This design comes from an exercise in tuning for small area on the open sky130 flow, not from production work.
The RTL was checked by simulation tests, not by an equivalence proof against the original design.

Setup of build 53:
==> flow/design.v <==
module ITVM(clk,rst,vehicleType,destination,seatType,numSeat,confirm,paymentMethod,mobileBank,tk50,tk100,tk500,tk1000,cashin,ticket,totalFare, returnMoney);
input clk, rst;
input [1:0]vehicleType;  
input destination; 
input [1:0]seatType;  
input [11:0]numSeat;
input confirm;
input paymentMethod; 
input mobileBank;  
input tk50;
input tk100;
input tk500;
input tk1000;
output [13:0]cashin;
output ticket;
output [13:0]returnMoney;
output [13:0] totalFare;
reg [12:0] cash;
reg [2:0] pend;
localparam P_NONE = 3'd0, P_50 = 3'd1, P_100 = 3'd2, P_500 = 3'd3, P_1000 = 3'd4;
reg [11:0] fare;
reg [12:0] ret;
reg [3:0] state;
localparam
Start = 4'd0,
chooseVehicle = 4'd1,
chooseDestination = 4'd2,
calculation = 4'd3,
confirmation = 4'd4,
choosePayment = 4'd5,
mobilebaking = 4'd6,
cashcount = 4'd7,
ticketOut = 4'd8,
returnticket = 4'd9,
ticketStart = 4'd10,  
resetStart = 4'd11;  
assign cashin = {cash, 1'b0};
assign totalFare = {fare, 2'b00};
assign returnMoney = {ret, 1'b0};
assign ticket = (state == ticketStart);
function [12:0] rca;
  input [12:0] a, b;
  input ci;
  integer i;
  reg c;
  begin
    c = ci;
    for (i = 0; i < 13; i = i + 1) begin
      rca[i] = a[i] ^ b[i] ^ c;
      c = (a[i] & b[i]) | (c & (a[i] ^ b[i]));
    end
  end
endfunction
reg [8:0] addv;
always @(*) begin
  case (pend)
    P_50: addv = 9'd25;
    P_100: addv = 9'd50;
    P_500: addv = 9'd250;
    P_1000: addv = 9'd500;
    default: addv = 9'd0;
  endcase
end
wire [12:0] ncSum = rca(cash, {4'd0, addv}, 1'b0);
wire [12:0] noteCounter = (state == resetStart) ? 13'd0 : ncSum;
always @(posedge clk) begin
  cash <= noteCounter;
  if (tk50) pend <= P_50;
  else if (tk100) pend <= P_100;
  else if (tk500) pend <= P_500;
  else if (tk1000) pend <= P_1000;
  else pend <= P_NONE;
end
reg valid, a4, a8, b1, b2, bn;
always @(*) begin
  valid = 1'b1;
  {a8, b1, b2, bn} = 4'b0000;
  a4 = 1'b0;
  case ({vehicleType, destination, seatType})
    5'b00_0_00: {b2} = 1'b1;                
    5'b00_0_01: ;                           
    5'b00_1_00: {a8, b2} = 2'b11;           
    5'b00_1_01: {b1} = 1'b1;                
    5'b01_0_00: ;                           
    5'b01_0_01: {b1, bn} = 2'b11;           
    5'b01_1_00: {b1} = 1'b1;                
    5'b01_1_01: {b1, bn} = 2'b11;           
    5'b10_0_00: ;                           
    5'b10_0_01: {b2, bn} = 2'b11;           
    5'b10_1_00: {a8, b1, bn} = 3'b111;      
    5'b10_1_01: {b1} = 1'b1;                
    5'b11_0_10: a8 = 1'b1;                  
    5'b11_0_11: ;                           
    5'b11_1_10: {a8, b2} = 2'b11;           
    5'b11_1_11: {b2} = 1'b1;                
    default: valid = 1'b0;
  endcase
  a4 = !a8;
  if (rst) {a4, a8, b1, b2, bn} = 5'b00000;
end
wire aero = (vehicleType == 2'b11);
wire [11:0] x = numSeat;
wire [11:0] xp = {rca({3'd0, x[11:2]}, {3'd0, x[9:0] & {10{aero}}}, 1'b0), x[1:0]};
wire [11:0] opA = ({12{a4}} & {xp[9:0], 2'b0}) | ({12{a8}} & {xp[8:0], 3'b0});
wire [11:0] opB = (({12{b1}} & xp) | ({12{b2}} & {xp[10:0], 1'b0})) ^ {12{bn}};
wire [11:0] z = rca({1'b0, opA}, {1'b0, opB}, bn);
wire [11:0] t1 = {z[8:0], 3'b0};
wire [11:0] t2 = {z[7:0], 4'b0};
wire [11:0] cs = z ^ t1 ^ t2;
wire [11:0] cc = ((z & t1) | (z & t2) | (t1 & t2));
wire [11:0] prod = rca({1'b0, cs}, {1'b0, cc[10:0], 1'b0}, 1'b0);
wire [12:0] dsum = rca({1'b0, cash[12:1]}, {1'b0, ~fare}, 1'b1);
wire [11:0] diff = dsum[11:0];
wire nb = dsum[12];             
wire same = (diff == 12'd0);    
wire eq = same & !cash[0];
wire gt = nb & !eq;
always @(posedge clk) begin
  if (rst || (state == calculation && valid)) fare <= prod;
  if (rst) begin
    state <= resetStart;
    ret <= 13'd0;
  end else begin
    ret <= 13'd0;
    case (state)
      Start, ticketStart, resetStart: state <= chooseVehicle;
      chooseVehicle: state <= chooseDestination;
      chooseDestination: state <= calculation;
      calculation: if (valid) state <= confirmation;
      confirmation: state <= confirm ? choosePayment : Start;
      choosePayment: state <= paymentMethod ? mobilebaking : cashcount;
      mobilebaking: state <= mobileBank ? ticketOut : Start;
      cashcount: state <= gt ? returnticket : (eq ? ticketOut : cashcount);
      ticketOut: state <= ticketStart;
      returnticket: begin
        state <= ticketStart;
        ret <= {diff, cash[0]};
      end
      default: state <= Start;
    endcase
  end
end
endmodule
==> flow/config.mk <==
export PLATFORM = sky130hd
export DESIGN_NAME = ITVM
export DESIGN_NICKNAME = ITVM
export VERILOG_FILES = /design/flow/design.v
export SDC_FILE = /design/flow/constraint.sdc
export NUM_CORES = 4
export LEC_CHECK = 0
export CAP_MARGIN = 20
export CORE_MARGIN = 2
export CORE_UTILIZATION = 85
export PLACE_DENSITY = 0.9
export SLEW_MARGIN = 20
==> flow/constraint.sdc <==
create_clock -name core_clock -period 10.0 [get_ports {clk}]
set_input_delay 2.0000 -clock core_clock [delete_from_list [all_inputs] [get_ports {clk}]]
set_output_delay 2.0000 -clock core_clock [all_outputs]
set_load 0.01 [all_outputs]
standard.sh (not shown) runs the stock make flow with config.mk's settings and CLKGATE_MAP_FILE= SYNTH_SCRIPT=/design/flow/synth_recipe.tcl, a recipe that flattens the netlist after the stock synthesis.
==> flow/flow/run.sh <==
#!/bin/bash
# The standard layout (standard.sh), with three changes:
#  - synthesis maps logic with an area-oriented ABC script (flow/mysynth.tcl);
#  - port buffers are buf_1 cells instead of the default choice;
#  - clock tree synthesis adds no dummy loads to the clock nets.
set -euo pipefail
here=$(pwd)
bash standard.sh SYNTH_SCRIPT="$here/flow/mysynth.tcl" \
  BUFFER_PORTS_ARGS="-buffer_cell sky130_fd_sc_hd__buf_1" \
  CTS_ARGS="-sink_clustering_enable -repair_clock_nets -dont_use_dummy_load -root_buf sky130_fd_sc_hd__clkbuf_4 -buf_list {sky130_fd_sc_hd__clkbuf_4}" \
  finish > standard.log 2>&1
==> flow/flow/abc_area.script <==
&get -n
&st
&deepsyn -T 40
&put
dch -f
amap
&get -n
&st
&deepsyn -T 20 -S 7
&put
dch
amap
==> flow/flow/mysynth.tcl <==
# The standard flow's synthesis script (synth_recipe.tcl), with two changes for area:
#  - ABC runs an area-oriented script (abc_area.script beside this file)
#    instead of ORFS's speed script;
#  - only full adders are extracted as adder cells; half adders stay plain
#    logic for ABC to map.
set my_abc_script [file join [file dirname [file normalize [info script]]] abc_area.script]
proc synth {args} { yosys synth -nofsm -noshare {*}$args }
proc abc {args} {
  set i [lsearch $args -script]
  if {$i >= 0} { lset args [expr {$i + 1}] $::my_abc_script }
  yosys abc {*}$args
}
proc extract_fa {args} { yosys extract_fa -fa }
source $::env(SCRIPTS_DIR)/synth.tcl
# left out here: clear keep_hierarchy, flatten, clean up, hide names made inside functions, write 1_2_yosys.v
Build 53 did not finish; the tool stopped in detailed placement with error DPL-0033.
#### Input delta (build 27 over build 53)
- removing PLACE_DENSITY (formerly 0.9)
- changing SLEW_MARGIN from 20 to 0
- changing CORE_UTILIZATION from 85 to 40
- changing CAP_MARGIN from 20 to 0
--- a/flow/flow/run.sh
+++ b/flow/flow/run.sh
@@ -9,3 +9,3 @@
   BUFFER_PORTS_ARGS="-buffer_cell sky130_fd_sc_hd__buf_1" \
-  CTS_ARGS="-sink_clustering_enable -repair_clock_nets -dont_use_dummy_load -root_buf sky130_fd_sc_hd__clkbuf_4 -buf_list {sky130_fd_sc_hd__clkbuf_4}" \
+  CTS_ARGS="-sink_clustering_enable -repair_clock_nets -dont_use_dummy_load" \
   finish > standard.log 2>&1
--- outcome ---
- Build 53 did not finish; a tool error ended it in detailed placement.
- Build 27 finished end to end and its layout was clean on timing, DRC and antenna.
- | effective utilization at floorplan | build 27 vs build 53 | 46 points lower |
- As far as number of port buffers goes, build 53 and build 27 are indistinguishable; the numbers are identical.
- Height of the die, build 27 and build 53: smaller value in build 53
- Lower final weighted congestion in routability-driven placement among build 27 and build 53: build 27
- Between build 53 and build 27, the flow reports number of cell rows increasing by more than a quarter.
- The die boundary width of build 27 exceeds that of build 53 by 43%.
The following lists how build 45 was set up differently from build 27:
- swapping 0 for 20 in CAP_MARGIN
- swapping 0 for 20 in SLEW_MARGIN
==> flow/flow/run.sh <==
#!/bin/bash
# The standard layout (standard.sh), with two changes:
#  - synthesis maps logic with an area-oriented ABC script (flow/mysynth.tcl);
#  - port buffers are buf_1 cells instead of the default choice.
set -euo pipefail
here=$(pwd)
bash standard.sh SYNTH_SCRIPT="$here/flow/mysynth.tcl" \
  BUFFER_PORTS_ARGS="-buffer_cell sky130_fd_sc_hd__buf_1" finish > standard.log 2>&1
### Flow results
- Build 27 was smaller in final cell area than build 45.
- [compare] base=build 27 new=build 45: cell count went up about 0.4%, sequential share of layout area lost 0.24 points.

[static timing again, ports no longer ideal]
No port has a modelled driver above. Below, the same layouts with a new extraction and two added sets of constraints. Step 1, drivers: a clkbuf_16 drives clk and a buf_2 each remaining input, both assumed. Step 2 times the ports against the registers' clock, not the clock port: input delays grow and output delays shrink by t, the midpoint of the rising clock arrivals with the driver on. a / b / c = ideal / step 1 / step 2; a / b = the first two.
run	t (ns)	setup WS [ns]	hold slack, ns	worst setup path after step 2	pins driven straight from the clock port
build 27	0.307	0.898 / 0.898 / 0.591	0.498 / 0.498 / 0.498	input to register	1
build 45	0.314	0.903 / 0.906 / 0.592	0.498 / 0.498 / 0.498	input to register	1
After both steps every run listed still meets setup and hold. For build 45, which loses most, drivers alone change the setup slack by +0.003 ns; drivers and shift together by -0.311 ns.
